What follows belongs to an exercise in optimizing a design on an open flow for small area and a short achievable clock period; a production flow would make more cautious choices. Only simulation tests tie the RTL to the original design; equivalence was not proved. No driver is modelled on the clock port, so clocking that relies on it looks cheaper here than on a real chip.

==> flow/design.v (outline; a module is shown in full before it is edited, if it fits) <==
// module full_adder: 6 lines
// module half_adder: 6 lines
// module times3: 41 lines
// module fir_pp_gen: 178 lines
// module sel3: 3 lines
// module sel2: 3 lines
// module dec_u: 5 lines
// module dec_s: 5 lines
// module fir_filter_16_tap: 2443 lines
module fir_filter_16_tap (
    input clk,
    input rst,
    input [15:0] x_in,
    input [15:0] h0, h1, h2, h3, h4, h5, h6, h7,
    input [15:0] h8, h9, h10, h11, h12, h13, h14, h15,
    output reg [31:0] y_out
);
  // ...
==> flow/flow/run.sh <==
#!/bin/bash
# Own flow: the standard layout (standard.sh: the standard synthesis and ORFS steps),
# with these changes to how the layout is made:
#  - the port buffers are buf_2 cells rather than the cell buffer_ports picks by itself;
#  - the global router's layer capacities (flow/fastroute.tcl) move wiring off met1/met2,
#    which the detailed router otherwise spends most of its time on.
# Constraints (constraint.sdc) and everything else are the standard flow's. make's output goes to
# flow_make.log here; ORFS keeps each step's log under orfs/logs/.
set -euo pipefail
bash standard.sh \
  "BUFFER_PORTS_ARGS=-buffer_cell sky130_fd_sc_hd__buf_2" \
  "SETUP_SLACK_MARGIN=13" \
  "POST_CTS_TCL=$PWD/flow/post_cts.tcl" \
  "EXTRA_SETUP_MARGIN=13" \
  "FASTROUTE_TCL=$PWD/flow/fastroute.tcl" \
  finish > flow_make.log 2>&1
==> flow/flow/fastroute.tcl <==
# Global-routing capacity derating: met1 and met2 carry most of the cells' pin access, so the
# global router is steered towards met3-met5 to leave the detailed router room there.
set_global_routing_layer_adjustment met1 0.6
set_global_routing_layer_adjustment met2 0.45
set_global_routing_layer_adjustment met3-$::env(MAX_ROUTING_LAYER) 0.1

set_routing_layers -clock $::env(MIN_CLK_ROUTING_LAYER)-$::env(MAX_ROUTING_LAYER)
set_routing_layers -signal $::env(MIN_ROUTING_LAYER)-$::env(MAX_ROUTING_LAYER)
==> flow/flow/post_cts.tcl <==
# Extra setup-repair pass after CTS (see run.sh): a second repair_timing run, aimed at a
# slack of EXTRA_SETUP_MARGIN ns, then the placement is legalized again.
repair_timing -setup -setup_margin $::env(EXTRA_SETUP_MARGIN) -max_passes 300 -verbose
detailed_placement
check_placement -verbose
==> flow/standard.sh <==
#!/bin/bash
# synth_recipe.tcl (not shown) runs the flow's synth.tcl, then flattens the netlist and writes it again
# the make line also repeats each setting of config.mk as NAME=value (left out here)
make -C /OpenROAD-flow-scripts/flow DESIGN_CONFIG=/design/flow/config.mk WORK_HOME=/design/flow/orfs CLKGATE_MAP_FILE= SYNTH_SCRIPT=/design/flow/synth_recipe.tcl "${@:-finish}"
==> flow/config.mk <==
export PLATFORM = sky130hd
export DESIGN_NAME = fir_filter_16_tap
export DESIGN_NICKNAME = fir_filter_16_tap
export VERILOG_FILES = /design/flow/design.v
export SDC_FILE = /design/flow/constraint.sdc
export NUM_CORES = 8
export LEC_CHECK = 0
export CAP_MARGIN = 20
export CORE_MARGIN = 2
export CORE_UTILIZATION = 30
export SLEW_MARGIN = 20
export SYNTH_HIERARCHICAL = 1
==> flow/constraint.sdc <==
create_clock -name core_clock -period 25.0 [get_ports {clk}]
set_input_delay 5.0000 -clock core_clock [delete_from_list [all_inputs] [get_ports {clk}]]
set_output_delay 5.0000 -clock core_clock [all_outputs]
set_load 0.01 [all_outputs]
==> notes.md, run 1 <==
Util after Layout 35.83%; largest reg by FF count y_out; Slew Viols, Final 0; Post-layout nets 10017; CP startpoint h13[0]; CTS sink cnt 288; 1st-iter DRT viols 14145; leading cell type in the layout, fill and taps excluded fa_1; vias in the first global route 99945; Placed Instances 10556; CP Max Fanout 7; setup ws final 11.91 ns; Worst Reg-to-Reg Cells 28; RD Place Congestion 1.183; Critical-path top delay cell fa_1; Max Cap Viol 0; Setup crit start kind primary input; Die W 543.0 µm; CP Capture Point y_out[26]; clk_skew 0.07235 ns; comb_multi_in 5593; Post-DP HPWL 462600 µm; fmax 76.42 MHz; status no timing/DRC/antenna violations; total congestion overflow 0
==> run 2: changes to the inputs <==
--- a/flow/flow/run.sh
+++ b/flow/flow/run.sh
@@ -10,5 +10,5 @@
 bash standard.sh \
   "BUFFER_PORTS_ARGS=-buffer_cell sky130_fd_sc_hd__buf_2" \
-  "SETUP_SLACK_MARGIN=13" \
+  "SETUP_SLACK_MARGIN=11.5" \
   "POST_CTS_TCL=$PWD/flow/post_cts.tcl" \
   "EXTRA_SETUP_MARGIN=13" \
==> notes.md, run 2 <==
vias per cell 7.490 (about the same); crit end category register (unchanged); Hold Path Depth 1 (unchanged); Layout Cells excl Fill 10826 (was 11074); Post-layout nets 9782 (was 10017); slew margin rel. 2.595% (was 14.82%); Initial Utilization 30.20% (unchanged); CTS sink cnt 288 (unchanged); vias in the first global route 98729 (was 99945); CP Class in -> reg (unchanged); largest reg by FF count y_out (unchanged); r2r endpoint y_out[30] (was y_out[27]); RD Place Congestion 1.145 (was 1.183); PortBufs 305 (unchanged); multi-input logic area 79510 µm² (was 81750 µm²); Max Cap Viol 0 (unchanged); I/O Pins 306 (unchanged); Worst Reg-to-Reg Cells 29 (was 28); status no timing/DRC/antenna violations (unchanged); CP dominant cell by count fa_1 (unchanged); leading cell type in the layout, fill and taps excluded fa_1 (unchanged); synthesized area per cell 14.08 µm² (unchanged); Post-Route Setup TNS 0 ns (unchanged); first-pass GRT wire length 781600 µm (was 797300 µm); Die H 543.0 µm (unchanged); Slew Viols, Final 0 (unchanged); Fillers 28237 (was 27980); Die W 543.0 µm (unchanged); DRT antenna net count 0 (unchanged); Largest register FFs 32 (unchanged); slowest stage delay, CP 0.83 ns (was 1.01 ns); core area 288600 µm² (unchanged); CTS tree built (unchanged); total number of vias 81089 (was 82949); Setup crit start kind primary input (unchanged); Hold Crit Start tap13[13] (was tap5[15]); Yosys Warn Count 7 (unchanged); minimum clock period 13.15 ns (was 13.09 ns); First-pass DRT Iterations 17 (unchanged); Min-Delay Path Class reg -> reg (unchanged); Cells after Synth 6191 (unchanged); fmax 76.02 MHz (was 76.42 MHz); Post-Route WL 570000 µm (was 588200 µm); Total Routing Usage GR 49.22% (was 50.40%); final worst-path cycle share 52.61% (was 52.34%); layout cells sized above 1 19.90% (was 28.85%); final setup violation count 0 (unchanged); clk_skew 0.08921 ns (was 0.07235 ns); CP Max Fanout 18 (was 7); DR DRC count 0 (unchanged); Layout area overhead 13.48% (was 18.66%); Placed Instances 10650 (was 10556); total congestion overflow 0 (unchanged); Fin. Hold Viols 0 (unchanged); measured slew at the worst slew-check pin 1.461 ns (was 1.278 ns); post-DR wirelength/cell 52.65 µm (was 53.12 µm); Util after Layout 34.27% (was 35.83%); Clk Latency, worst-skew pair 0.82 ns (was 0.79 ns); Post-DP HPWL 462800 µm (was 462600 µm); Worst R2R Setup Slack 12.44 ns (was 12.80 ns); DIE AREA 294900 µm² (unchanged); Storage cell area 7207 µm² (unchanged); largest net degree at the start of global routing 58 (was 57); most frequent cells in the layout fa_1, a222oi_1, nand2_1 (was fa_1, a222oi_1, buf_4); RR Startpoint tap9[1] (was tap14[0]); clock-pin slew on the worst setup and hold paths 0.08 ns (was 0.07 ns); RSZ-0062 raised after global routing false (was true); required time of the critical path 25.66 ns (was 25.65 ns); initial antenna violation count 65 (was 69); Worst Hold Path EP tap14[13] (was tap6[15]); Std-Cell Rows 197 (unchanged); Mapped Area 87160 µm² (unchanged); 1st-iter DRT viols 14425 (was 14145); Critical-path top delay cell fa_1 (unchanged); worst-path cell chain buf_2 -> and2_2 -> a222oi_1 -> fa_1 -> fa_1 -> fa_1 -> fa_1 -> fa_1 -> fa_1 -> fa_1 -> fa_1 -> fa_1 -> ha_1 -> fa_2 -> fa_2 -> ha_4 -> nor3_2 -> nand2_1 -> a31o_1 -> o21ai_4 -> o21ba_4 -> o21bai_4 -> xnor2_4; CP arrival 13.81 ns (was 13.74 ns)
-- run 2: per-layer routing --
metal	part of all wire, %	vias to the layer above	global-route usage [%]
met4	14	110	40.94
met2	36	9646	62.87
met3	23	3015	41.58
li1	-	27826	-
met5	0.97	-	15.55
met1	27	40492	58.45
-- run 2: worst max path at each step --
stage | startpoint | endpoint | slack (ns)
6_report | h12[3] | y_out[30] | 11.85
5_1_grt | h9[0] | y_out[26] | 11.64
3_5_place_dp | h9[1] | y_out[30] | 10.50
3_3_place_gp | h12[0] | y_out[30] | 10.19
2_1_floorplan | rst | tap0[0] | 12.05
-- run 2: stage by stage --
| step | hold slack, ns | area, µm² | setup slack (ns) |
|---|---|---|---|
| after global routing | 0.6271 | 98870 | 11.64 |
| after floorplan | 0.5229 | 87210 | 12.05 |
| final | 0.6166 | 98910 | 11.85 |
| after global placement | 0.6120 | 95500 | 10.19 |
| after detailed placement | 0.6192 | 95540 | 10.50 |
-- run 2: critical path: cells and delay by family --
family,cells,cell delay [ns]
xor gates and xnor gates,1,0.36
and+or+nand+nor,3,0.67
buffers and inverters,1,0.11
adders and majority gates,13,6.37
AOI/OAI and AO/OA,5,1.25
-- run 2: cell type report --
cell class	instances	area share, %
Antenna cell	38	0.09614
Clock buffer	62	1.469
Clock inverter	40	0.5212
Inverter	288	1.101
Multi-Input combinational cell	5581	80.39
Sequential cell	288	7.287
Tap cell	3880	4.908
Timing Repair Buffer	649	4.233
==> module fir_pp_gen, before the edit <==
module fir_pp_gen (
    input  [15:0] a,
    input  [15:0] h,
    output [151:0] nb
);
    wire [17:0] t;    
    wire [0:0] cb;
    times3 u_t3 (.a(a), .t(t), .cb(cb));
    wire d1_0_0, d2_0_0, d3_0_0;
    dec_u u_dec0_0 (.h1(h[1]), .h0(h[0]), .d1(d1_0_0), .d2(d2_0_0), .d3(d3_0_0));
    wire d1_1_0, d2_1_0, d3_1_0;
    dec_u u_dec1_0 (.h1(h[3]), .h0(h[2]), .d1(d1_1_0), .d2(d2_1_0), .d3(d3_1_0));
    wire d1_2_0, d2_2_0, d3_2_0;
    dec_u u_dec2_0 (.h1(h[5]), .h0(h[4]), .d1(d1_2_0), .d2(d2_2_0), .d3(d3_2_0));
    wire d1_3_0, d2_3_0, d3_3_0;
    dec_u u_dec3_0 (.h1(h[7]), .h0(h[6]), .d1(d1_3_0), .d2(d2_3_0), .d3(d3_3_0));
    wire d1_4_0, d2_4_0, d3_4_0;
    dec_u u_dec4_0 (.h1(h[9]), .h0(h[8]), .d1(d1_4_0), .d2(d2_4_0), .d3(d3_4_0));
    wire d1_5_0, d2_5_0, d3_5_0;
    dec_u u_dec5_0 (.h1(h[11]), .h0(h[10]), .d1(d1_5_0), .d2(d2_5_0), .d3(d3_5_0));
    wire d1_6_0, d2_6_0, d3_6_0;
    dec_u u_dec6_0 (.h1(h[13]), .h0(h[12]), .d1(d1_6_0), .d2(d2_6_0), .d3(d3_6_0));
    assign nb[0] = ~(h[0] & a[0]);
    sel3 s0_1 (.d1(d1_0_0), .x1(a[1]), .d2(d2_0_0), .x2(a[0]), .d3(d3_0_0), .x3(t[1]), .y(nb[1]));
    sel3 s0_2 (.d1(d1_0_0), .x1(a[2]), .d2(d2_0_0), .x2(a[1]), .d3(d3_0_0), .x3(t[2]), .y(nb[2]));
    sel3 s0_3 (.d1(d1_0_0), .x1(a[3]), .d2(d2_0_0), .x2(a[2]), .d3(d3_0_0), .x3(t[3]), .y(nb[3]));
    sel3 s0_4 (.d1(d1_0_0), .x1(a[4]), .d2(d2_0_0), .x2(a[3]), .d3(d3_0_0), .x3(t[4]), .y(nb[4]));
    sel3 s0_5 (.d1(d1_0_0), .x1(a[5]), .d2(d2_0_0), .x2(a[4]), .d3(d3_0_0), .x3(t[5]), .y(nb[5]));
    sel3 s0_6 (.d1(d1_0_0), .x1(a[6]), .d2(d2_0_0), .x2(a[5]), .d3(d3_0_0), .x3(t[6]), .y(nb[6]));
    sel3 s0_7 (.d1(d1_0_0), .x1(a[7]), .d2(d2_0_0), .x2(a[6]), .d3(d3_0_0), .x3(t[7]), .y(nb[7]));
    sel3 s0_8 (.d1(d1_0_0), .x1(a[8]), .d2(d2_0_0), .x2(a[7]), .d3(d3_0_0), .x3(t[8]), .y(nb[8]));
    sel3 s0_9 (.d1(d1_0_0), .x1(a[9]), .d2(d2_0_0), .x2(a[8]), .d3(d3_0_0), .x3(t[9]), .y(nb[9]));
    sel3 s0_10 (.d1(d1_0_0), .x1(a[10]), .d2(d2_0_0), .x2(a[9]), .d3(d3_0_0), .x3(t[10]), .y(nb[10]));
    sel3 s0_11 (.d1(d1_0_0), .x1(a[11]), .d2(d2_0_0), .x2(a[10]), .d3(d3_0_0), .x3(t[11]), .y(nb[11]));
    sel3 s0_12 (.d1(d1_0_0), .x1(a[12]), .d2(d2_0_0), .x2(a[11]), .d3(d3_0_0), .x3(t[12]), .y(nb[12]));
    sel3 s0_13 (.d1(d1_0_0), .x1(a[13]), .d2(d2_0_0), .x2(a[12]), .d3(d3_0_0), .x3(t[13]), .y(nb[13]));
    sel3 s0_14 (.d1(d1_0_0), .x1(a[14]), .d2(d2_0_0), .x2(a[13]), .d3(d3_0_0), .x3(t[14]), .y(nb[14]));
    sel3 s0_15 (.d1(d1_0_0), .x1(a[15]), .d2(d2_0_0), .x2(a[14]), .d3(d3_0_0), .x3(t[15]), .y(nb[15]));
    sel2 s0_16 (.d1(d2_0_0), .x1(a[15]), .d2(d3_0_0), .x2(t[16]), .y(nb[16]));
    assign nb[17] = ~(d3_0_0 & t[17]);
    assign nb[18] = ~(h[2] & a[0]);
    sel3 s1_1 (.d1(d1_1_0), .x1(a[1]), .d2(d2_1_0), .x2(a[0]), .d3(d3_1_0), .x3(t[1]), .y(nb[19]));
    sel3 s1_2 (.d1(d1_1_0), .x1(a[2]), .d2(d2_1_0), .x2(a[1]), .d3(d3_1_0), .x3(t[2]), .y(nb[20]));
    sel3 s1_3 (.d1(d1_1_0), .x1(a[3]), .d2(d2_1_0), .x2(a[2]), .d3(d3_1_0), .x3(t[3]), .y(nb[21]));
    sel3 s1_4 (.d1(d1_1_0), .x1(a[4]), .d2(d2_1_0), .x2(a[3]), .d3(d3_1_0), .x3(t[4]), .y(nb[22]));
    sel3 s1_5 (.d1(d1_1_0), .x1(a[5]), .d2(d2_1_0), .x2(a[4]), .d3(d3_1_0), .x3(t[5]), .y(nb[23]));
    sel3 s1_6 (.d1(d1_1_0), .x1(a[6]), .d2(d2_1_0), .x2(a[5]), .d3(d3_1_0), .x3(t[6]), .y(nb[24]));
    sel3 s1_7 (.d1(d1_1_0), .x1(a[7]), .d2(d2_1_0), .x2(a[6]), .d3(d3_1_0), .x3(t[7]), .y(nb[25]));
    sel3 s1_8 (.d1(d1_1_0), .x1(a[8]), .d2(d2_1_0), .x2(a[7]), .d3(d3_1_0), .x3(t[8]), .y(nb[26]));
    sel3 s1_9 (.d1(d1_1_0), .x1(a[9]), .d2(d2_1_0), .x2(a[8]), .d3(d3_1_0), .x3(t[9]), .y(nb[27]));
    sel3 s1_10 (.d1(d1_1_0), .x1(a[10]), .d2(d2_1_0), .x2(a[9]), .d3(d3_1_0), .x3(t[10]), .y(nb[28]));
    sel3 s1_11 (.d1(d1_1_0), .x1(a[11]), .d2(d2_1_0), .x2(a[10]), .d3(d3_1_0), .x3(t[11]), .y(nb[29]));
    sel3 s1_12 (.d1(d1_1_0), .x1(a[12]), .d2(d2_1_0), .x2(a[11]), .d3(d3_1_0), .x3(t[12]), .y(nb[30]));
    sel3 s1_13 (.d1(d1_1_0), .x1(a[13]), .d2(d2_1_0), .x2(a[12]), .d3(d3_1_0), .x3(t[13]), .y(nb[31]));
    sel3 s1_14 (.d1(d1_1_0), .x1(a[14]), .d2(d2_1_0), .x2(a[13]), .d3(d3_1_0), .x3(t[14]), .y(nb[32]));
    sel3 s1_15 (.d1(d1_1_0), .x1(a[15]), .d2(d2_1_0), .x2(a[14]), .d3(d3_1_0), .x3(t[15]), .y(nb[33]));
    sel2 s1_16 (.d1(d2_1_0), .x1(a[15]), .d2(d3_1_0), .x2(t[16]), .y(nb[34]));
    assign nb[35] = ~(d3_1_0 & t[17]);
    assign nb[36] = ~(h[4] & a[0]);
    sel3 s2_1 (.d1(d1_2_0), .x1(a[1]), .d2(d2_2_0), .x2(a[0]), .d3(d3_2_0), .x3(t[1]), .y(nb[37]));
    sel3 s2_2 (.d1(d1_2_0), .x1(a[2]), .d2(d2_2_0), .x2(a[1]), .d3(d3_2_0), .x3(t[2]), .y(nb[38]));
    sel3 s2_3 (.d1(d1_2_0), .x1(a[3]), .d2(d2_2_0), .x2(a[2]), .d3(d3_2_0), .x3(t[3]), .y(nb[39]));
    sel3 s2_4 (.d1(d1_2_0), .x1(a[4]), .d2(d2_2_0), .x2(a[3]), .d3(d3_2_0), .x3(t[4]), .y(nb[40]));
    sel3 s2_5 (.d1(d1_2_0), .x1(a[5]), .d2(d2_2_0), .x2(a[4]), .d3(d3_2_0), .x3(t[5]), .y(nb[41]));
    sel3 s2_6 (.d1(d1_2_0), .x1(a[6]), .d2(d2_2_0), .x2(a[5]), .d3(d3_2_0), .x3(t[6]), .y(nb[42]));
    sel3 s2_7 (.d1(d1_2_0), .x1(a[7]), .d2(d2_2_0), .x2(a[6]), .d3(d3_2_0), .x3(t[7]), .y(nb[43]));
    sel3 s2_8 (.d1(d1_2_0), .x1(a[8]), .d2(d2_2_0), .x2(a[7]), .d3(d3_2_0), .x3(t[8]), .y(nb[44]));
    sel3 s2_9 (.d1(d1_2_0), .x1(a[9]), .d2(d2_2_0), .x2(a[8]), .d3(d3_2_0), .x3(t[9]), .y(nb[45]));
    sel3 s2_10 (.d1(d1_2_0), .x1(a[10]), .d2(d2_2_0), .x2(a[9]), .d3(d3_2_0), .x3(t[10]), .y(nb[46]));
    sel3 s2_11 (.d1(d1_2_0), .x1(a[11]), .d2(d2_2_0), .x2(a[10]), .d3(d3_2_0), .x3(t[11]), .y(nb[47]));
    sel3 s2_12 (.d1(d1_2_0), .x1(a[12]), .d2(d2_2_0), .x2(a[11]), .d3(d3_2_0), .x3(t[12]), .y(nb[48]));
    sel3 s2_13 (.d1(d1_2_0), .x1(a[13]), .d2(d2_2_0), .x2(a[12]), .d3(d3_2_0), .x3(t[13]), .y(nb[49]));
    sel3 s2_14 (.d1(d1_2_0), .x1(a[14]), .d2(d2_2_0), .x2(a[13]), .d3(d3_2_0), .x3(t[14]), .y(nb[50]));
    sel3 s2_15 (.d1(d1_2_0), .x1(a[15]), .d2(d2_2_0), .x2(a[14]), .d3(d3_2_0), .x3(t[15]), .y(nb[51]));
    sel2 s2_16 (.d1(d2_2_0), .x1(a[15]), .d2(d3_2_0), .x2(t[16]), .y(nb[52]));
    assign nb[53] = ~(d3_2_0 & t[17]);
    assign nb[54] = ~(h[6] & a[0]);
    sel3 s3_1 (.d1(d1_3_0), .x1(a[1]), .d2(d2_3_0), .x2(a[0]), .d3(d3_3_0), .x3(t[1]), .y(nb[55]));
    sel3 s3_2 (.d1(d1_3_0), .x1(a[2]), .d2(d2_3_0), .x2(a[1]), .d3(d3_3_0), .x3(t[2]), .y(nb[56]));
    sel3 s3_3 (.d1(d1_3_0), .x1(a[3]), .d2(d2_3_0), .x2(a[2]), .d3(d3_3_0), .x3(t[3]), .y(nb[57]));
    sel3 s3_4 (.d1(d1_3_0), .x1(a[4]), .d2(d2_3_0), .x2(a[3]), .d3(d3_3_0), .x3(t[4]), .y(nb[58]));
    sel3 s3_5 (.d1(d1_3_0), .x1(a[5]), .d2(d2_3_0), .x2(a[4]), .d3(d3_3_0), .x3(t[5]), .y(nb[59]));
    sel3 s3_6 (.d1(d1_3_0), .x1(a[6]), .d2(d2_3_0), .x2(a[5]), .d3(d3_3_0), .x3(t[6]), .y(nb[60]));
    sel3 s3_7 (.d1(d1_3_0), .x1(a[7]), .d2(d2_3_0), .x2(a[6]), .d3(d3_3_0), .x3(t[7]), .y(nb[61]));
    sel3 s3_8 (.d1(d1_3_0), .x1(a[8]), .d2(d2_3_0), .x2(a[7]), .d3(d3_3_0), .x3(t[8]), .y(nb[62]));
    sel3 s3_9 (.d1(d1_3_0), .x1(a[9]), .d2(d2_3_0), .x2(a[8]), .d3(d3_3_0), .x3(t[9]), .y(nb[63]));
    sel3 s3_10 (.d1(d1_3_0), .x1(a[10]), .d2(d2_3_0), .x2(a[9]), .d3(d3_3_0), .x3(t[10]), .y(nb[64]));
    sel3 s3_11 (.d1(d1_3_0), .x1(a[11]), .d2(d2_3_0), .x2(a[10]), .d3(d3_3_0), .x3(t[11]), .y(nb[65]));
    sel3 s3_12 (.d1(d1_3_0), .x1(a[12]), .d2(d2_3_0), .x2(a[11]), .d3(d3_3_0), .x3(t[12]), .y(nb[66]));
    sel3 s3_13 (.d1(d1_3_0), .x1(a[13]), .d2(d2_3_0), .x2(a[12]), .d3(d3_3_0), .x3(t[13]), .y(nb[67]));
    sel3 s3_14 (.d1(d1_3_0), .x1(a[14]), .d2(d2_3_0), .x2(a[13]), .d3(d3_3_0), .x3(t[14]), .y(nb[68]));
    sel3 s3_15 (.d1(d1_3_0), .x1(a[15]), .d2(d2_3_0), .x2(a[14]), .d3(d3_3_0), .x3(t[15]), .y(nb[69]));
    sel2 s3_16 (.d1(d2_3_0), .x1(a[15]), .d2(d3_3_0), .x2(t[16]), .y(nb[70]));
    assign nb[71] = ~(d3_3_0 & t[17]);
    assign nb[72] = ~(h[8] & a[0]);
    sel3 s4_1 (.d1(d1_4_0), .x1(a[1]), .d2(d2_4_0), .x2(a[0]), .d3(d3_4_0), .x3(t[1]), .y(nb[73]));
    sel3 s4_2 (.d1(d1_4_0), .x1(a[2]), .d2(d2_4_0), .x2(a[1]), .d3(d3_4_0), .x3(t[2]), .y(nb[74]));
    sel3 s4_3 (.d1(d1_4_0), .x1(a[3]), .d2(d2_4_0), .x2(a[2]), .d3(d3_4_0), .x3(t[3]), .y(nb[75]));
    sel3 s4_4 (.d1(d1_4_0), .x1(a[4]), .d2(d2_4_0), .x2(a[3]), .d3(d3_4_0), .x3(t[4]), .y(nb[76]));
    sel3 s4_5 (.d1(d1_4_0), .x1(a[5]), .d2(d2_4_0), .x2(a[4]), .d3(d3_4_0), .x3(t[5]), .y(nb[77]));
    sel3 s4_6 (.d1(d1_4_0), .x1(a[6]), .d2(d2_4_0), .x2(a[5]), .d3(d3_4_0), .x3(t[6]), .y(nb[78]));
    sel3 s4_7 (.d1(d1_4_0), .x1(a[7]), .d2(d2_4_0), .x2(a[6]), .d3(d3_4_0), .x3(t[7]), .y(nb[79]));
    sel3 s4_8 (.d1(d1_4_0), .x1(a[8]), .d2(d2_4_0), .x2(a[7]), .d3(d3_4_0), .x3(t[8]), .y(nb[80]));
    sel3 s4_9 (.d1(d1_4_0), .x1(a[9]), .d2(d2_4_0), .x2(a[8]), .d3(d3_4_0), .x3(t[9]), .y(nb[81]));
    sel3 s4_10 (.d1(d1_4_0), .x1(a[10]), .d2(d2_4_0), .x2(a[9]), .d3(d3_4_0), .x3(t[10]), .y(nb[82]));
    sel3 s4_11 (.d1(d1_4_0), .x1(a[11]), .d2(d2_4_0), .x2(a[10]), .d3(d3_4_0), .x3(t[11]), .y(nb[83]));
    sel3 s4_12 (.d1(d1_4_0), .x1(a[12]), .d2(d2_4_0), .x2(a[11]), .d3(d3_4_0), .x3(t[12]), .y(nb[84]));
    sel3 s4_13 (.d1(d1_4_0), .x1(a[13]), .d2(d2_4_0), .x2(a[12]), .d3(d3_4_0), .x3(t[13]), .y(nb[85]));
    sel3 s4_14 (.d1(d1_4_0), .x1(a[14]), .d2(d2_4_0), .x2(a[13]), .d3(d3_4_0), .x3(t[14]), .y(nb[86]));
    sel3 s4_15 (.d1(d1_4_0), .x1(a[15]), .d2(d2_4_0), .x2(a[14]), .d3(d3_4_0), .x3(t[15]), .y(nb[87]));
    sel2 s4_16 (.d1(d2_4_0), .x1(a[15]), .d2(d3_4_0), .x2(t[16]), .y(nb[88]));
    assign nb[89] = ~(d3_4_0 & t[17]);
    assign nb[90] = ~(h[10] & a[0]);
    sel3 s5_1 (.d1(d1_5_0), .x1(a[1]), .d2(d2_5_0), .x2(a[0]), .d3(d3_5_0), .x3(t[1]), .y(nb[91]));
    sel3 s5_2 (.d1(d1_5_0), .x1(a[2]), .d2(d2_5_0), .x2(a[1]), .d3(d3_5_0), .x3(t[2]), .y(nb[92]));
    sel3 s5_3 (.d1(d1_5_0), .x1(a[3]), .d2(d2_5_0), .x2(a[2]), .d3(d3_5_0), .x3(t[3]), .y(nb[93]));
    sel3 s5_4 (.d1(d1_5_0), .x1(a[4]), .d2(d2_5_0), .x2(a[3]), .d3(d3_5_0), .x3(t[4]), .y(nb[94]));
    sel3 s5_5 (.d1(d1_5_0), .x1(a[5]), .d2(d2_5_0), .x2(a[4]), .d3(d3_5_0), .x3(t[5]), .y(nb[95]));
    sel3 s5_6 (.d1(d1_5_0), .x1(a[6]), .d2(d2_5_0), .x2(a[5]), .d3(d3_5_0), .x3(t[6]), .y(nb[96]));
    sel3 s5_7 (.d1(d1_5_0), .x1(a[7]), .d2(d2_5_0), .x2(a[6]), .d3(d3_5_0), .x3(t[7]), .y(nb[97]));
    sel3 s5_8 (.d1(d1_5_0), .x1(a[8]), .d2(d2_5_0), .x2(a[7]), .d3(d3_5_0), .x3(t[8]), .y(nb[98]));
    sel3 s5_9 (.d1(d1_5_0), .x1(a[9]), .d2(d2_5_0), .x2(a[8]), .d3(d3_5_0), .x3(t[9]), .y(nb[99]));
    sel3 s5_10 (.d1(d1_5_0), .x1(a[10]), .d2(d2_5_0), .x2(a[9]), .d3(d3_5_0), .x3(t[10]), .y(nb[100]));
    sel3 s5_11 (.d1(d1_5_0), .x1(a[11]), .d2(d2_5_0), .x2(a[10]), .d3(d3_5_0), .x3(t[11]), .y(nb[101]));
    sel3 s5_12 (.d1(d1_5_0), .x1(a[12]), .d2(d2_5_0), .x2(a[11]), .d3(d3_5_0), .x3(t[12]), .y(nb[102]));
    sel3 s5_13 (.d1(d1_5_0), .x1(a[13]), .d2(d2_5_0), .x2(a[12]), .d3(d3_5_0), .x3(t[13]), .y(nb[103]));
    sel3 s5_14 (.d1(d1_5_0), .x1(a[14]), .d2(d2_5_0), .x2(a[13]), .d3(d3_5_0), .x3(t[14]), .y(nb[104]));
    sel3 s5_15 (.d1(d1_5_0), .x1(a[15]), .d2(d2_5_0), .x2(a[14]), .d3(d3_5_0), .x3(t[15]), .y(nb[105]));
    sel2 s5_16 (.d1(d2_5_0), .x1(a[15]), .d2(d3_5_0), .x2(t[16]), .y(nb[106]));
    assign nb[107] = ~(d3_5_0 & t[17]);
    assign nb[108] = ~(h[12] & a[0]);
    sel3 s6_1 (.d1(d1_6_0), .x1(a[1]), .d2(d2_6_0), .x2(a[0]), .d3(d3_6_0), .x3(t[1]), .y(nb[109]));
    sel3 s6_2 (.d1(d1_6_0), .x1(a[2]), .d2(d2_6_0), .x2(a[1]), .d3(d3_6_0), .x3(t[2]), .y(nb[110]));
    sel3 s6_3 (.d1(d1_6_0), .x1(a[3]), .d2(d2_6_0), .x2(a[2]), .d3(d3_6_0), .x3(t[3]), .y(nb[111]));
    sel3 s6_4 (.d1(d1_6_0), .x1(a[4]), .d2(d2_6_0), .x2(a[3]), .d3(d3_6_0), .x3(t[4]), .y(nb[112]));
    sel3 s6_5 (.d1(d1_6_0), .x1(a[5]), .d2(d2_6_0), .x2(a[4]), .d3(d3_6_0), .x3(t[5]), .y(nb[113]));
    sel3 s6_6 (.d1(d1_6_0), .x1(a[6]), .d2(d2_6_0), .x2(a[5]), .d3(d3_6_0), .x3(t[6]), .y(nb[114]));
    sel3 s6_7 (.d1(d1_6_0), .x1(a[7]), .d2(d2_6_0), .x2(a[6]), .d3(d3_6_0), .x3(t[7]), .y(nb[115]));
    sel3 s6_8 (.d1(d1_6_0), .x1(a[8]), .d2(d2_6_0), .x2(a[7]), .d3(d3_6_0), .x3(t[8]), .y(nb[116]));
    sel3 s6_9 (.d1(d1_6_0), .x1(a[9]), .d2(d2_6_0), .x2(a[8]), .d3(d3_6_0), .x3(t[9]), .y(nb[117]));
    sel3 s6_10 (.d1(d1_6_0), .x1(a[10]), .d2(d2_6_0), .x2(a[9]), .d3(d3_6_0), .x3(t[10]), .y(nb[118]));
    sel3 s6_11 (.d1(d1_6_0), .x1(a[11]), .d2(d2_6_0), .x2(a[10]), .d3(d3_6_0), .x3(t[11]), .y(nb[119]));
    sel3 s6_12 (.d1(d1_6_0), .x1(a[12]), .d2(d2_6_0), .x2(a[11]), .d3(d3_6_0), .x3(t[12]), .y(nb[120]));
    sel3 s6_13 (.d1(d1_6_0), .x1(a[13]), .d2(d2_6_0), .x2(a[12]), .d3(d3_6_0), .x3(t[13]), .y(nb[121]));
    sel3 s6_14 (.d1(d1_6_0), .x1(a[14]), .d2(d2_6_0), .x2(a[13]), .d3(d3_6_0), .x3(t[14]), .y(nb[122]));
    sel3 s6_15 (.d1(d1_6_0), .x1(a[15]), .d2(d2_6_0), .x2(a[14]), .d3(d3_6_0), .x3(t[15]), .y(nb[123]));
    sel2 s6_16 (.d1(d2_6_0), .x1(a[15]), .d2(d3_6_0), .x2(t[16]), .y(nb[124]));
    assign nb[125] = ~(d3_6_0 & t[17]);
    wire dp1_0, dm1_0, dm2_0;
    dec_s u_decs_0 (.h15(h[15]), .h14(h[14]), .dp1(dp1_0), .dm1(dm1_0), .dm2(dm2_0));
    wire [15:0] na = ~a;
    assign nb[126] = ~((dp1_0 & a[0]) | (dm1_0 & na[0]) | dm2_0);
    sel3 s7_1 (.d1(dp1_0), .x1(a[1]), .d2(dm1_0), .x2(na[1]), .d3(dm2_0), .x3(na[0]), .y(nb[127]));
    sel3 s7_2 (.d1(dp1_0), .x1(a[2]), .d2(dm1_0), .x2(na[2]), .d3(dm2_0), .x3(na[1]), .y(nb[128]));
    sel3 s7_3 (.d1(dp1_0), .x1(a[3]), .d2(dm1_0), .x2(na[3]), .d3(dm2_0), .x3(na[2]), .y(nb[129]));
    sel3 s7_4 (.d1(dp1_0), .x1(a[4]), .d2(dm1_0), .x2(na[4]), .d3(dm2_0), .x3(na[3]), .y(nb[130]));
    sel3 s7_5 (.d1(dp1_0), .x1(a[5]), .d2(dm1_0), .x2(na[5]), .d3(dm2_0), .x3(na[4]), .y(nb[131]));
    sel3 s7_6 (.d1(dp1_0), .x1(a[6]), .d2(dm1_0), .x2(na[6]), .d3(dm2_0), .x3(na[5]), .y(nb[132]));
    sel3 s7_7 (.d1(dp1_0), .x1(a[7]), .d2(dm1_0), .x2(na[7]), .d3(dm2_0), .x3(na[6]), .y(nb[133]));
    sel3 s7_8 (.d1(dp1_0), .x1(a[8]), .d2(dm1_0), .x2(na[8]), .d3(dm2_0), .x3(na[7]), .y(nb[134]));
    sel3 s7_9 (.d1(dp1_0), .x1(a[9]), .d2(dm1_0), .x2(na[9]), .d3(dm2_0), .x3(na[8]), .y(nb[135]));
    sel3 s7_10 (.d1(dp1_0), .x1(a[10]), .d2(dm1_0), .x2(na[10]), .d3(dm2_0), .x3(na[9]), .y(nb[136]));
    sel3 s7_11 (.d1(dp1_0), .x1(a[11]), .d2(dm1_0), .x2(na[11]), .d3(dm2_0), .x3(na[10]), .y(nb[137]));
    sel3 s7_12 (.d1(dp1_0), .x1(a[12]), .d2(dm1_0), .x2(na[12]), .d3(dm2_0), .x3(na[11]), .y(nb[138]));
    sel3 s7_13 (.d1(dp1_0), .x1(a[13]), .d2(dm1_0), .x2(na[13]), .d3(dm2_0), .x3(na[12]), .y(nb[139]));
    sel3 s7_14 (.d1(dp1_0), .x1(a[14]), .d2(dm1_0), .x2(na[14]), .d3(dm2_0), .x3(na[13]), .y(nb[140]));
    sel3 s7_15 (.d1(dp1_0), .x1(a[15]), .d2(dm1_0), .x2(na[15]), .d3(dm2_0), .x3(na[14]), .y(nb[141]));
    assign nb[142] = ~(dm1_0 | (dm2_0 & na[15]));
    assign nb[145] = ~(d3_0_0 & cb[0]);
    assign nb[146] = ~(d3_1_0 & cb[0]);
    assign nb[147] = ~(d3_2_0 & cb[0]);
    assign nb[148] = ~(d3_3_0 & cb[0]);
    assign nb[149] = ~(d3_4_0 & cb[0]);
    assign nb[150] = ~(d3_5_0 & cb[0]);
    assign nb[151] = ~(d3_6_0 & cb[0]);
    assign nb[143] = ~h[15];
    assign nb[144] = h[15];
endmodule
==> run 3: changes to the inputs <==
--- a/flow/design.v
+++ b/flow/design.v
@@ -90,5 +90,5 @@
     sel3 s0_14 (.d1(d1_0_0), .x1(a[14]), .d2(d2_0_0), .x2(a[13]), .d3(d3_0_0), .x3(t[14]), .y(nb[14]));
     sel3 s0_15 (.d1(d1_0_0), .x1(a[15]), .d2(d2_0_0), .x2(a[14]), .d3(d3_0_0), .x3(t[15]), .y(nb[15]));
-    sel2 s0_16 (.d1(d2_0_0), .x1(a[15]), .d2(d3_0_0), .x2(t[16]), .y(nb[16]));
+    assign nb[16] = ~((d2_0_0 & a[15]) | (d3_0_0 & t[16]));
     assign nb[17] = ~(d3_0_0 & t[17]);
     assign nb[18] = ~(h[2] & a[0]);
@@ -108,5 +108,5 @@
     sel3 s1_14 (.d1(d1_1_0), .x1(a[14]), .d2(d2_1_0), .x2(a[13]), .d3(d3_1_0), .x3(t[14]), .y(nb[32]));
     sel3 s1_15 (.d1(d1_1_0), .x1(a[15]), .d2(d2_1_0), .x2(a[14]), .d3(d3_1_0), .x3(t[15]), .y(nb[33]));
-    sel2 s1_16 (.d1(d2_1_0), .x1(a[15]), .d2(d3_1_0), .x2(t[16]), .y(nb[34]));
+    assign nb[34] = ~((d2_1_0 & a[15]) | (d3_1_0 & t[16]));
     assign nb[35] = ~(d3_1_0 & t[17]);
     assign nb[36] = ~(h[4] & a[0]);
@@ -126,5 +126,5 @@
     sel3 s2_14 (.d1(d1_2_0), .x1(a[14]), .d2(d2_2_0), .x2(a[13]), .d3(d3_2_0), .x3(t[14]), .y(nb[50]));
     sel3 s2_15 (.d1(d1_2_0), .x1(a[15]), .d2(d2_2_0), .x2(a[14]), .d3(d3_2_0), .x3(t[15]), .y(nb[51]));
-    sel2 s2_16 (.d1(d2_2_0), .x1(a[15]), .d2(d3_2_0), .x2(t[16]), .y(nb[52]));
+    assign nb[52] = ~((d2_2_0 & a[15]) | (d3_2_0 & t[16]));
     assign nb[53] = ~(d3_2_0 & t[17]);
     assign nb[54] = ~(h[6] & a[0]);
@@ -144,5 +144,5 @@
     sel3 s3_14 (.d1(d1_3_0), .x1(a[14]), .d2(d2_3_0), .x2(a[13]), .d3(d3_3_0), .x3(t[14]), .y(nb[68]));
     sel3 s3_15 (.d1(d1_3_0), .x1(a[15]), .d2(d2_3_0), .x2(a[14]), .d3(d3_3_0), .x3(t[15]), .y(nb[69]));
-    sel2 s3_16 (.d1(d2_3_0), .x1(a[15]), .d2(d3_3_0), .x2(t[16]), .y(nb[70]));
+    assign nb[70] = ~((d2_3_0 & a[15]) | (d3_3_0 & t[16]));
     assign nb[71] = ~(d3_3_0 & t[17]);
     assign nb[72] = ~(h[8] & a[0]);
@@ -162,5 +162,5 @@
     sel3 s4_14 (.d1(d1_4_0), .x1(a[14]), .d2(d2_4_0), .x2(a[13]), .d3(d3_4_0), .x3(t[14]), .y(nb[86]));
     sel3 s4_15 (.d1(d1_4_0), .x1(a[15]), .d2(d2_4_0), .x2(a[14]), .d3(d3_4_0), .x3(t[15]), .y(nb[87]));
-    sel2 s4_16 (.d1(d2_4_0), .x1(a[15]), .d2(d3_4_0), .x2(t[16]), .y(nb[88]));
+    assign nb[88] = ~((d2_4_0 & a[15]) | (d3_4_0 & t[16]));
     assign nb[89] = ~(d3_4_0 & t[17]);
     assign nb[90] = ~(h[10] & a[0]);
@@ -180,5 +180,5 @@
     sel3 s5_14 (.d1(d1_5_0), .x1(a[14]), .d2(d2_5_0), .x2(a[13]), .d3(d3_5_0), .x3(t[14]), .y(nb[104]));
     sel3 s5_15 (.d1(d1_5_0), .x1(a[15]), .d2(d2_5_0), .x2(a[14]), .d3(d3_5_0), .x3(t[15]), .y(nb[105]));
-    sel2 s5_16 (.d1(d2_5_0), .x1(a[15]), .d2(d3_5_0), .x2(t[16]), .y(nb[106]));
+    assign nb[106] = ~((d2_5_0 & a[15]) | (d3_5_0 & t[16]));
     assign nb[107] = ~(d3_5_0 & t[17]);
     assign nb[108] = ~(h[12] & a[0]);
@@ -198,5 +198,5 @@
     sel3 s6_14 (.d1(d1_6_0), .x1(a[14]), .d2(d2_6_0), .x2(a[13]), .d3(d3_6_0), .x3(t[14]), .y(nb[122]));
     sel3 s6_15 (.d1(d1_6_0), .x1(a[15]), .d2(d2_6_0), .x2(a[14]), .d3(d3_6_0), .x3(t[15]), .y(nb[123]));
-    sel2 s6_16 (.d1(d2_6_0), .x1(a[15]), .d2(d3_6_0), .x2(t[16]), .y(nb[124]));
+    assign nb[124] = ~((d2_6_0 & a[15]) | (d3_6_0 & t[16]));
     assign nb[125] = ~(d3_6_0 & t[17]);
     wire dp1_0, dm1_0, dm2_0;
--- a/flow/flow/run.sh
+++ b/flow/flow/run.sh
@@ -10,7 +10,8 @@
 bash standard.sh \
   "BUFFER_PORTS_ARGS=-buffer_cell sky130_fd_sc_hd__buf_2" \
-  "SETUP_SLACK_MARGIN=11.5" \
+  "SETUP_SLACK_MARGIN=12.5" \
+  "TNS_END_PERCENT=0" \
   "POST_CTS_TCL=$PWD/flow/post_cts.tcl" \
-  "EXTRA_SETUP_MARGIN=13" \
+  "EXTRA_SETUP_MARGIN=14" \
   "FASTROUTE_TCL=$PWD/flow/fastroute.tcl" \
   finish > flow_make.log 2>&1
==> flow/flow/post_cts.tcl (replaced) <==
repair_timing -setup -setup_margin $::env(EXTRA_SETUP_MARGIN) -max_passes 300 -repair_tns 0 -verbose
detailed_placement
check_placement -verbose
==> notes.md, run 3 <==
final worst-path cycle share 51.58% (was 52.61%); Worst Reg-to-Reg Cells 26 (was 29); Cells after Synth 6207 (was 6191); DIE AREA 293400 µm² (was 294900 µm²); fmax 77.55 MHz (was 76.02 MHz); Clk Latency, worst-skew pair 0.80 ns (was 0.82 ns); Hold Path Depth 1 (unchanged); initial antenna violation count 88 (was 65); Largest register FFs 32 (unchanged); Initial Utilization 30.12% (was 30.20%); Max Cap Viol 0 (unchanged); CP arrival 13.43 ns (was 13.81 ns); Yosys Warn Count 7 (unchanged); core area 287900 µm² (was 288600 µm²); Post-Route Setup TNS 0 ns (unchanged); Worst R2R Setup Slack 12.64 ns (was 12.44 ns); Post-layout nets 9799 (was 9782); status no timing/DRC/antenna violations (unchanged); CTS sink cnt 288 (unchanged); Fin. Hold Viols 0 (unchanged); PortBufs 305 (unchanged); RD Place Congestion 1.172 (was 1.145); CP Class in -> reg (unchanged); Post-DP HPWL 440100 µm (was 462800 µm); CP Max Fanout 15 (was 18); clk_skew 0.07054 ns (was 0.08921 ns); Mapped Area 86720 µm² (was 87160 µm²); I/O Pins 306 (unchanged); measured slew at the worst slew-check pin 1.289 ns (was 1.461 ns); layout cells sized above 1 19.23% (was 19.90%); vias in the first global route 99203 (was 98729); total number of vias 82015 (was 81089); most frequent cells in the layout fa_1, a222oi_1, nand2_1 (unchanged); largest net degree at the start of global routing 87 (was 58); Die H 541.7 µm (was 543.0 µm); Die W 541.7 µm (was 543.0 µm); leading cell type in the layout, fill and taps excluded fa_1 (unchanged); clock-pin slew on the worst setup and hold paths 0.09 ns (was 0.08 ns); DRT antenna net count 0 (unchanged); r2r endpoint y_out[16] (was y_out[30]); synthesized area per cell 13.97 µm² (was 14.08 µm²); Hold Crit Start tap5[14] (was tap13[13]); 1st-iter DRT viols 14876 (was 14425); DR DRC count 0 (unchanged); Worst Hold Path EP tap6[14] (was tap14[13]); crit end category register (unchanged); First-pass DRT Iterations 23 (was 17); Slew Viols, Final 0 (unchanged); RSZ-0062 raised after global routing true (was false); Post-Route WL 557200 µm (was 570000 µm); Hold WS 0.6095 ns (was 0.6166 ns); minimum clock period 12.90 ns (was 13.15 ns); final setup violation count 0 (unchanged); first-pass GRT wire length 766800 µm (was 781600 µm); slew margin rel. 14.09% (was 2.595%); post-DR wirelength/cell 51.71 µm (was 52.65 µm); Setup crit start kind primary input (unchanged); CTS tree built (unchanged); total congestion overflow 0 (unchanged); vias per cell 7.612 (was 7.490); Min-Delay Path Class reg -> reg (unchanged); Std-Cell Rows 197 (unchanged); RR Startpoint tap9[0] (was tap9[1]); required time of the critical path 25.54 ns (was 25.66 ns); largest reg by FF count y_out (unchanged); Total Routing Usage GR 48.13% (was 49.22%); Layout area overhead 13.45% (was 13.48%)
==> run 3: critical path: stages <==
cell and delay (ns):
buf_2 0.12, nor2b_1 0.12, buf_4 0.21, a222oi_1 0.79, fa_1 0.60, fa_1 0.63, fa_1 0.88, fa_1 0.49
fa_1 0.42, fa_1 0.42, fa_1 0.41, fa_1 0.51, fa_1 0.42, ha_1 0.21, fa_1 0.39, fa_2 0.37
ha_4 0.30, nand4_1 0.14, nand2b_1 0.10, nand2_1 0.06, xor2_1 0.83
==> run 3: worst max-delay path by stage <==
stage,startpoint,to,slack [ns],cells after the start
2_1_floorplan,h4[0],y_out[27],12.10,23
3_3_place_gp,h8[0],y_out[27],10.08,25
3_5_place_dp,h14[8],y_out[27],10.74,24
5_1_grt,h9[5],y_out[26],11.96,22
6_report,h9[0],y_out[16],12.10,21
==> run 3: through the flow <==
stage	worst slack, ns	cells	utilization, %	area (µm²)
3_3_place_gp	10.08	10524	32.88	94650
3_5_place_dp	10.74	10537	32.91	94740
5_1_grt	11.96	10744	34.15	98310
2_1_floorplan	12.10	6221	-	86780
6_report	12.10	10774	34.17	98380
==> run 3: final cells by class <==
class | instances | area [µm²]
Inverter | 288 | 1085
Timing Repair Buffer | 668 | 4322
Antenna cell | 73 | 182.7
Clock buffer | 63 | 1381
Clock inverter | 31 | 381.6
Multi-Input combinational cell | 5582 | 79090
Tap cell | 3781 | 4731
Fill cell | 28205 | 189500
Sequential cell | 288 | 7207
==> run 3: per-layer routing <==
| metal | global-route usage, % | vias up | share of wire [%] |
|---|---|---|---|
| met1 | 54.63 | 40893 | 26 |
| met3 | 41.28 | 3300 | 23 |
| li1 | - | 27916 | - |
| met4 | 42.23 | 168 | 14 |
| met5 | 21.19 | - | 1.3 |
| met2 | 60.13 | 9738 | 35 |
==> run 4: changes to the inputs <==
--- a/flow/flow/run.sh
+++ b/flow/flow/run.sh
@@ -10,8 +10,7 @@
 bash standard.sh \
   "BUFFER_PORTS_ARGS=-buffer_cell sky130_fd_sc_hd__buf_2" \
-  "SETUP_SLACK_MARGIN=12.5" \
-  "TNS_END_PERCENT=0" \
+  "SETUP_SLACK_MARGIN=11.5" \
   "POST_CTS_TCL=$PWD/flow/post_cts.tcl" \
-  "EXTRA_SETUP_MARGIN=14" \
+  "EXTRA_SETUP_MARGIN=13" \
   "FASTROUTE_TCL=$PWD/flow/fastroute.tcl" \
   finish > flow_make.log 2>&1
==> flow/flow/post_cts.tcl (replaced) <==
# Extra setup-repair pass after CTS (see run.sh): a second repair_timing run, aimed at a
# slack of EXTRA_SETUP_MARGIN ns, then the placement is legalized again.
repair_timing -setup -setup_margin $::env(EXTRA_SETUP_MARGIN) -max_passes 300 -verbose
detailed_placement
check_placement -verbose
==> notes.md, run 4 <==
status no timing/DRC/antenna violations (unchanged); layout cells sized above 1 18.84% (was 19.23%); vias in the first global route 98137 (was 99203); Initial Utilization 30.12% (unchanged); Mapped Area 86720 µm² (unchanged); Util after Layout 34.06% (was 34.17%); crit end category register (unchanged); slew margin rel. 15.10% (was 14.09%); Min-Delay Path Class reg -> reg (unchanged); Cells after Synth 6207 (unchanged); uppermost routed layer met5 (unchanged); worst path bufs/invs 2 (unchanged); synthesized area per cell 13.97 µm² (unchanged); Layout area overhead 13.09% (was 13.45%); First-pass DRT Iterations 22 (was 23); RD Place Congestion 1.151 (was 1.172); leading cell type in the layout, fill and taps excluded fa_1 (unchanged); Die W 541.7 µm (unchanged); I/O Pins 306 (unchanged); RSZ-0062 raised after global routing false (was true); 1st-iter DRT viols 15389 (was 14876); Die H 541.7 µm (unchanged); CP Class in -> reg (unchanged); required time of the critical path 25.67 ns (was 25.54 ns); Worst Reg-to-Reg Cells 30 (was 26); Slew Viols, Final 0 (unchanged); Post-Route Setup TNS 0 ns (unchanged); Std-Cell Rows 197 (unchanged); DR DRC count 0 (unchanged); PortBufs 305 (unchanged); post-DR wirelength/cell 54.91 µm (was 51.71 µm); Post-layout nets 9786 (was 9799); met2 routed WL 205200 µm (was 195800 µm); first-pass GRT wire length 797900 µm (was 766800 µm); vias per cell 7.548 (was 7.612); CP dominant cell by count fa_1 (unchanged); final setup violation count 0 (unchanged); total congestion overflow 0 (unchanged); fmax 77.23 MHz (was 77.55 MHz); Fin. Hold Viols 0 (unchanged); Fillers 28270 (was 28205); DIE AREA 293400 µm² (unchanged); final worst-path cycle share 51.79% (was 51.58%); CTS sink cnt 288 (unchanged); minimum clock period 12.95 ns (was 12.90 ns); worst-path cell chain buf_2 -> nor2b_1 -> buf_4 -> a222oi_1 -> fa_1 -> fa_1 -> fa_1 -> fa_1 -> fa_1 -> fa_1 -> fa_1 -> fa_1 -> fa_1 -> fa_1 -> fa_1 -> ha_1 -> ha_1 -> nand3_1 -> or2_2 -> o21ba_4 -> o21bai_2 -> xnor2_2 (was buf_2 -> nor2b_1 -> buf_4 -> a222oi_1 -> fa_1 -> fa_1 -> fa_1 -> fa_1 -> fa_1 -> fa_1 -> fa_1 -> fa_1 -> fa_1 -> ha_1 -> fa_1 -> fa_2 -> ha_4 -> nand4_1 -> nand2b_1 -> nand2_1 -> xor2_1); Total Routing Usage GR 50.88% (was 48.13%); Setup crit start kind primary input (unchanged); Post-DP HPWL 478700 µm (was 440100 µm); measured slew at the worst slew-check pin 1.274 ns (was 1.289 ns); CP Depth 22 (was 21); largest net degree at the start of global routing 117 (was 87); Post-Route WL 588800 µm (was 557200 µm); met3 wire len 142300 µm (was 128200 µm); Hold Path Depth 1 (unchanged); Max Cap Viol 0 (unchanged); Critical-path top delay cell a222oi_1 (was fa_1); delay-heaviest family, CP adder cells (unchanged); DRT antenna net count 0 (unchanged); slowest stage delay, CP 0.87 ns (was 0.88 ns); clk_skew 0.06371 ns (was 0.07054 ns); most frequent cells in the layout fa_1, a222oi_1, nand2_1 (unchanged); clock-pin slew on the worst setup and hold paths 0.08 ns (was 0.09 ns); CTS tree built (unchanged); largest reg by FF count y_out (unchanged); CP arrival 13.62 ns (was 13.43 ns); core area 287900 µm² (unchanged); Clk Latency, worst-skew pair 0.79 ns (was 0.80 ns); Largest register FFs 32 (unchanged); CP Max Fanout 16 (was 15); total number of vias 80938 (was 82015); wl on met1 158300 µm (was 146900 µm); initial antenna violation count 70 (was 88); Yosys Warn Count 7 (unchanged)
-- run 4: changes by cell type in the layout (fill, tap and decap cells not counted), sizes merged --
| cell | delta |
|---|---|
| buf | -10 |
| inv | +1 |
| clkinvlp | +1 |
| clkbuf | -3 |
| bufinv | +1 |
| and2 | -1 |
| diode | -37 |
| clkinv | -3 |
-- run 4: worst paths after layout --
check                          from   endpoint  slack (ns)
setup / recovery            h13[15]  y_out[30]       12.05
min in group asynchronous       rst   tap1[14]        4.39
setup reg to reg            tap1[1]  y_out[30]       12.69
hold reg to reg            tap0[12]   tap1[12]        0.62
hold / removal             tap0[12]   tap1[12]        0.62
max in group asynchronous       rst    tap6[1]       18.75
-- run 4: cell type report --
cell class                 instances  area, µm²  area share [%]
clock inverter                    31      389.1          0.3968
inverter                         288       1089           1.110
tap                             3781       4731           4.824
timing repair buffer             657       4234           4.317
antenna                           36      90.09         0.09186
sequential                       288       7207           7.349
multi-input combinational       5581      78980           80.53
clock buffer                      61       1354           1.380
-- run 4: metal layers --
layer  track usage (%)  up-vias
met3             44.57     2895
met1             60.93    40593
met4             40.34      143
li1                  -    27836
met2             64.33     9471
met5             15.35        -
-- run 4: metrics by stage --
stage	hold slack (ns)	cells	worst slack [ns]	instance area, µm²
2_1_floorplan	0.5229	6221	12.05	86770
3_3_place_gp	0.6133	10545	10.19	94830
3_5_place_dp	0.6140	10561	10.66	94930
5_1_grt	0.6311	10710	11.89	98040
6_report	0.6162	10723	12.05	98070
==> run 5: changes to the inputs <==
--- a/flow/flow/run.sh
+++ b/flow/flow/run.sh
@@ -2,5 +2,5 @@
 # Own flow: the standard layout (standard.sh: the standard synthesis and ORFS steps),
 # with these changes to how the layout is made:
-#  - the port buffers are buf_2 cells rather than the cell buffer_ports picks by itself;
+#  - the port buffers are buf_1 cells rather than the cell buffer_ports picks by itself;
 #  - the global router's layer capacities (flow/fastroute.tcl) move wiring off met1/met2,
 #    which the detailed router otherwise spends most of its time on.
@@ -9,5 +9,5 @@
 set -euo pipefail
 bash standard.sh \
-  "BUFFER_PORTS_ARGS=-buffer_cell sky130_fd_sc_hd__buf_2" \
+  "BUFFER_PORTS_ARGS=-buffer_cell sky130_fd_sc_hd__buf_1" \
   "SETUP_SLACK_MARGIN=11.5" \
   "POST_CTS_TCL=$PWD/flow/post_cts.tcl" \
==> notes.md, run 5 <==
CP dominant cell by count fa_1 (unchanged); Slew Viols, Final 0 (unchanged); Clk Latency, worst-skew pair 0.81 ns (was 0.79 ns); first-pass GRT wire length 795400 µm (was 797900 µm); Post-DP HPWL 470600 µm (was 478700 µm); clock-pin slew on the worst setup and hold paths 0.08 ns (about the same); Total Routing Usage GR 50.43% (was 50.88%); slew margin rel. 5.534% (was 15.10%); Storage cell area 7207 µm² (unchanged); CP Max Fanout 15 (was 16); final setup violation count 0 (unchanged); worst path bufs/invs 1 (was 2); status no timing/DRC/antenna violations (unchanged); crit end category register (unchanged); Fillers 28199 (was 28270); Layout Cells excl Fill 10763 (was 10723); Yosys Warn Count 7 (unchanged); final worst-path cycle share 51.62% (was 51.79%); fmax 77.49 MHz (was 77.23 MHz); total congestion overflow 0 (unchanged); Setup crit start kind primary input (unchanged); vias per cell 7.576 (was 7.548); PortBufs 305 (unchanged); largest net degree at the start of global routing 105 (was 117); Fin. Hold Viols 0 (unchanged); I/O Pins 306 (unchanged); Post-Route Setup TNS 0 ns (unchanged); CP Class in -> reg (unchanged); slowest stage delay, CP 1.02 ns (was 0.87 ns); Placed Instances 10519 (was 10561); Critical-path top delay cell a222oi_1 (unchanged); RD Place Congestion 1.121 (was 1.151); Cells after Synth 6207 (unchanged); layout cells sized above 1 16.41% (was 18.84%); Post-Route WL 583000 µm (was 588800 µm); Mapped Area 86720 µm² (unchanged); delay-heaviest family, CP adder cells (unchanged); Min-Delay Path Class reg -> reg (unchanged); total number of vias 81545 (was 80938); Post-layout nets 9814 (was 9786); core area 287900 µm² (unchanged); CP arrival 13.61 ns (was 13.62 ns); CTS tree built (unchanged); clk_skew 0.05160 ns (was 0.06371 ns); Layout area overhead 13.82% (was 13.09%); Std-Cell Rows 197 (unchanged); minimum clock period 12.91 ns (was 12.95 ns); required time of the critical path 25.70 ns (was 25.67 ns); leading cell type in the layout, fill and taps excluded fa_1 (unchanged); worst-path cell chain buf_1 -> nor2b_4 -> a222oi_1 -> fa_1 -> fa_1 -> fa_1 -> fa_1 -> fa_1 -> fa_1 -> fa_1 -> fa_1 -> fa_1 -> fa_1 -> fa_1 -> ha_1 -> ha_4 -> nand3_1 -> or2_2 -> o21ba_4 -> o21bai_2 -> xnor2_2 (was buf_2 -> nor2b_1 -> buf_4 -> a222oi_1 -> fa_1 -> fa_1 -> fa_1 -> fa_1 -> fa_1 -> fa_1 -> fa_1 -> fa_1 -> fa_1 -> fa_1 -> fa_1 -> ha_1 -> ha_1 -> nand3_1 -> or2_2 -> o21ba_4 -> o21bai_2 -> xnor2_2); multi-input logic area 79420 µm² (was 78980 µm²); DRT antenna net count 0 (unchanged); initial antenna violation count 66 (was 70); most frequent cells in the layout fa_1, a222oi_1, nand2_1 (unchanged); Die H 541.7 µm (unchanged); DR DRC count 0 (unchanged); Max Cap Viol 0 (unchanged); measured slew at the worst slew-check pin 1.417 ns (was 1.274 ns); vias in the first global route 98774 (was 98137); Largest register FFs 32 (unchanged); DIE AREA 293400 µm² (unchanged); synthesized area per cell 13.97 µm² (unchanged); First-pass DRT Iterations 22 (unchanged); largest reg by FF count y_out (unchanged); post-DR wirelength/cell 54.17 µm (was 54.91 µm); 1st-iter DRT viols 14667 (was 15389); Initial Utilization 30.12% (unchanged); Die W 541.7 µm (unchanged); CTS sink cnt 288 (unchanged); RSZ-0062 raised after global routing false (unchanged)
run 5: final timing paths:
path / startpoint / endpoint / slack [ns] / cells after the start
max: h14[13] / y_out[30] / 12.09 / 21
min: tap6[15] / tap7[15] / 0.50 / 0
max reg2reg: tap14[1] / y_out[24] / 12.84 / 29
min reg2reg: tap6[15] / tap7[15] / 0.50 / 0
max in group asynchronous: rst / tap12[7] / 19.01 / 3
min in group asynchronous: rst / tap1[8] / 4.35 / 2
run 5: metrics by stage:
| stage | util, % | worst slack [ns] | hold slack, ns | cell area (µm²) |
|---|---|---|---|---|
| after floorplan | - | 12.05 | 0.5229 | 86770 |
| after global placement | 32.74 | 9.904 | 0.4955 | 94260 |
| after detailed placement | 32.76 | 10.45 | 0.4929 | 94330 |
| after global routing | 34.26 | 11.91 | 0.5130 | 98620 |
| final | 34.28 | 12.09 | 0.4973 | 98700 |
run 5: final cells by class:
cell class | instances | share of cell area, %
clock buffers | 60 | 1.421
clock inverters | 36 | 0.4183
diodes | 46 | 0.1166
flip-flops and latches | 288 | 7.302
inverters | 288 | 1.103
well taps | 3781 | 4.793
repair buffers | 682 | 4.387
multi-input cells | 5582 | 80.46
run 5: metal layers:
metal  part of all wire (%)  routed length [µm]  track usage (%)
met5                    1.1                6503            16.26
met4                     14               79380            41.29
met3                     23              134600            42.75
met2                     35              204700            64.25
met1                     27              157800            60.56
==> run 6: changes to the inputs <==
--- a/flow/flow/run.sh
+++ b/flow/flow/run.sh
@@ -2,5 +2,7 @@
 # Own flow: the standard layout (standard.sh: the standard synthesis and ORFS steps),
 # with these changes to how the layout is made:
-#  - the port buffers are buf_1 cells rather than the cell buffer_ports picks by itself;
+#  - the port buffers are buf_2 cells rather than the cell buffer_ports picks by itself;
+#  - after global placement the y_out flip-flops are moved next to the gates that drive
+#    them (flow/post_gp.tcl), which the placer otherwise leaves out at the output pins;
 #  - the global router's layer capacities (flow/fastroute.tcl) move wiring off met1/met2,
 #    which the detailed router otherwise spends most of its time on.
@@ -9,6 +11,7 @@
 set -euo pipefail
 bash standard.sh \
-  "BUFFER_PORTS_ARGS=-buffer_cell sky130_fd_sc_hd__buf_1" \
+  "BUFFER_PORTS_ARGS=-buffer_cell sky130_fd_sc_hd__buf_2" \
   "SETUP_SLACK_MARGIN=11.5" \
+  "POST_GLOBAL_PLACE_TCL=$PWD/flow/post_gp.tcl" \
   "POST_CTS_TCL=$PWD/flow/post_cts.tcl" \
   "EXTRA_SETUP_MARGIN=13" \
==> flow/flow/post_gp.tcl (new file) <==
# After global placement: put each y_out flip-flop on top of the cell that drives its D
# input (the last gate of the final adder); detailed placement then legalizes it next to
# that cell. The y_out flip-flops' D inputs end the critical paths, while their outputs
# (to the y_out ports, due 5 ns before the next edge) have most of the cycle to spare.
set block [ord::get_db_block]
set moved 0
foreach inst [$block getInsts] {
  if {![string match {y_out*} [$inst getName]]} continue
  set d [$inst findITerm D]
  if {$d == "NULL"} continue
  set net [$d getNet]
  set drv ""
  foreach it [$net getITerms] {
    if {[$it isOutputSignal]} { set drv [$it getInst] }
  }
  if {$drv == ""} continue
  set loc [$drv getLocation]
  $inst setLocation [lindex $loc 0] [lindex $loc 1]
  incr moved
}
puts "post_gp: moved $moved y_out flip-flops to their D drivers"
==> notes.md, run 6 <==
status no timing/DRC/antenna violations (unchanged); Layout Cells excl Fill 10738 (was 10763); final setup violation count 0 (unchanged); first-pass GRT wire length 799400 µm (was 795400 µm); Post-Route WL 590200 µm (was 583000 µm); total congestion overflow 0 (unchanged); Die H 541.7 µm (unchanged); Yosys Warn Count 7 (unchanged); CP Max Fanout 16 (was 15); core area 287900 µm² (unchanged); largest net degree at the start of global routing 117 (was 105); CTS sink cnt 288 (unchanged); CP Class in -> reg (unchanged); crit end category register (unchanged); Cells after Synth 6207 (unchanged); largest reg by FF count y_out (unchanged); total number of vias 81285 (was 81545); Initial Utilization 30.12% (unchanged); CP arrival 13.61 ns (about the same); Min-Delay Path Class reg -> reg (unchanged); worst slack, placed 10.69 ns (was 10.45 ns); Hold Path Depth 1 (was 0); Finished Cell Area 98290 µm² (was 98700 µm²); Setup crit start kind primary input (unchanged); Post-DP HPWL 478300 µm (was 470600 µm); most frequent cells in the layout fa_1, a222oi_1, nand2_1 (unchanged); measured slew at the worst slew-check pin 1.312 ns (was 1.417 ns); Total Routing Usage GR 50.98% (was 50.43%); placed instance area 94930 µm² (was 94330 µm²); Placed Instances 10561 (was 10519); Post-layout nets 9795 (was 9814); Max Cap Viol 0 (unchanged); final worst-path cycle share 51.76% (was 51.62%); vias in the first global route 98110 (was 98774); Layout area overhead 13.34% (was 13.82%); clock-pin slew on the worst setup and hold paths 0.05 ns (was 0.08 ns); Largest register FFs 32 (unchanged); Mapped Area 86720 µm² (unchanged); Post-Route Setup TNS 0 ns (unchanged); First-pass DRT Iterations 17 (was 22); clk_skew 0.05089 ns (was 0.05160 ns); setup ws final 12.06 ns (was 12.09 ns); DIE AREA 293400 µm² (unchanged); Die W 541.7 µm (unchanged); Worst Reg-to-Reg Cells 29 (unchanged); Clk Latency, worst-skew pair 0.79 ns (was 0.81 ns); DR DRC count 0 (unchanged); slew margin rel. 12.55% (was 5.534%); Std-Cell Rows 197 (unchanged); Slew Viols, Final 0 (unchanged); synthesized area per cell 13.97 µm² (unchanged); vias per cell 7.570 (was 7.576); RSZ-0062 raised after global routing false (unchanged); layout cells sized above 1 19.37% (was 16.41%); CTS tree built (unchanged); PortBufs 305 (unchanged); fmax 77.28 MHz (was 77.49 MHz); initial antenna violation count 78 (was 66); post-DR wirelength/cell 54.97 µm (was 54.17 µm); required time of the critical path 25.67 ns (was 25.70 ns); I/O Pins 306 (unchanged); minimum clock period 12.94 ns (was 12.91 ns); leading cell type in the layout, fill and taps excluded fa_1 (unchanged); Fin. Hold Viols 0 (unchanged); DRT antenna net count 0 (unchanged); 1st-iter DRT viols 14258 (was 14667)
## run 6: cell types whose count changed in the layout (fill, tap and decap cells not counted), sizes merged
cell,previous run,this run
clkbuf,101,72
buf,641,657
inv,302,296
clkinvlp,7,4
diode,46,43
bufinv,5,6
nor2b,145,144
## run 6: path summary, 6_finish.rpt
kind / from / endpoint / slack, ns
min in group asynchronous: rst / tap1[9] / 4.37
setup / recovery: h10[0] / y_out[27] / 12.06
hold reg to reg: tap9[14] / tap10[14] / 0.63
hold / removal: tap9[14] / tap10[14] / 0.63
setup reg to reg: tap1[1] / y_out[30] / 12.84
max in group asynchronous: rst / tap6[7] / 18.55
## run 6: final cells by class
cell class	count	area, µm²
Clock buffer	62	1368
Timing Repair Buffer	667	4363
Fill cell	28161	189600
Antenna cell	43	107.6
Tap cell	3781	4731
Multi-Input combinational cell	5581	79080
Sequential cell	288	7207
Inverter	288	1089
Clock inverter	28	341.6
## run 6: per-layer routing
| metal | GRT usage [%] | part of all wire [%] | vias up |
|---|---|---|---|
| met5 | 13.38 | 0.85 | - |
| met4 | 41.06 | 13 | 140 |
| met3 | 44.60 | 24 | 2871 |
| met2 | 64.13 | 35 | 9713 |
| met1 | 61.31 | 27 | 40691 |
| li1 | - | - | 27870 |
## run 6: critical path, stage by stage
cell      delay [ns]
buf_2           0.12
and2b_2         0.57
a222oi_1        0.17
fa_1            1.18
fa_1            0.59
fa_2            0.42
fa_2            0.60
fa_2            0.46
fa_2            0.37
fa_2            0.38
fa_2            0.36
fa_2            0.37
fa_2            0.36
fa_2            0.41
fa_2            0.44
fa_2            0.43
ha_4            0.20
ha_4            0.18
nand3_4         0.10
a21oi_4         0.08
a21oi_4         0.21
o21ai_4         0.09
a21oi_2         0.17
o21bai_1        0.13
xnor2_1         0.20
## run 6: stage by stage
step                util, %  hold slack (ns)
floorplan                 -           0.5229
global placement      32.94           0.6133
global route          34.12           0.6371
detailed placement    32.97           0.6128
finish                34.14           0.6296

[separate check: timing with driven ports]
In the flow no input, the clock included, has a driving cell. The finished layouts below were timed again as built, in two steps. Step 1 sets driving cells, clkbuf_16 on the clock port and buf_2 on the other inputs (assumed; they add their load-dependent delay and slew). Step 2, shift: input delay + t, output delay - t, t = (earliest + latest rising clock arrival at the registers) / 2. This alone moves slack from input paths to output paths. a / b / c = ideal ports / drivers / drivers and shift; a / b = the first two.
| run | t (ns) | setup slack, ns | hold slack, ns | worst data-port slew with drivers (ns) | pins driven straight from the clock port |
|---|---|---|---|---|---|
| run 1 | 0.851 | 11.914 / 11.968 / 11.117 | 0.611 / 0.611 / 0.611 | 0.22 | 1 |
| run 2 | 0.877 | 11.846 / 11.905 / 11.027 | 0.617 / 0.617 / 0.617 | 0.25 | 1 |
| run 3 | 0.864 | 12.105 / 12.183 / 11.319 | 0.609 / 0.609 / 0.609 | 0.22 | 1 |
| run 4 | 0.859 | 12.052 / 12.126 / 11.267 | 0.616 / 0.616 / 0.616 | 0.19 | 1 |
| run 5 | 0.881 | 12.095 / 12.157 / 11.275 | 0.497 / 0.497 / 0.497 | 0.19 | 1 |
| run 6 | 0.865 | 12.061 / 12.132 / 11.267 | 0.630 / 0.630 / 0.630 | 0.18 | 1 |
After both steps setup and hold are still met in every run listed. The setup slack of run 5, which loses most, moves by +0.062 ns with the drivers and by -0.820 ns with both steps.
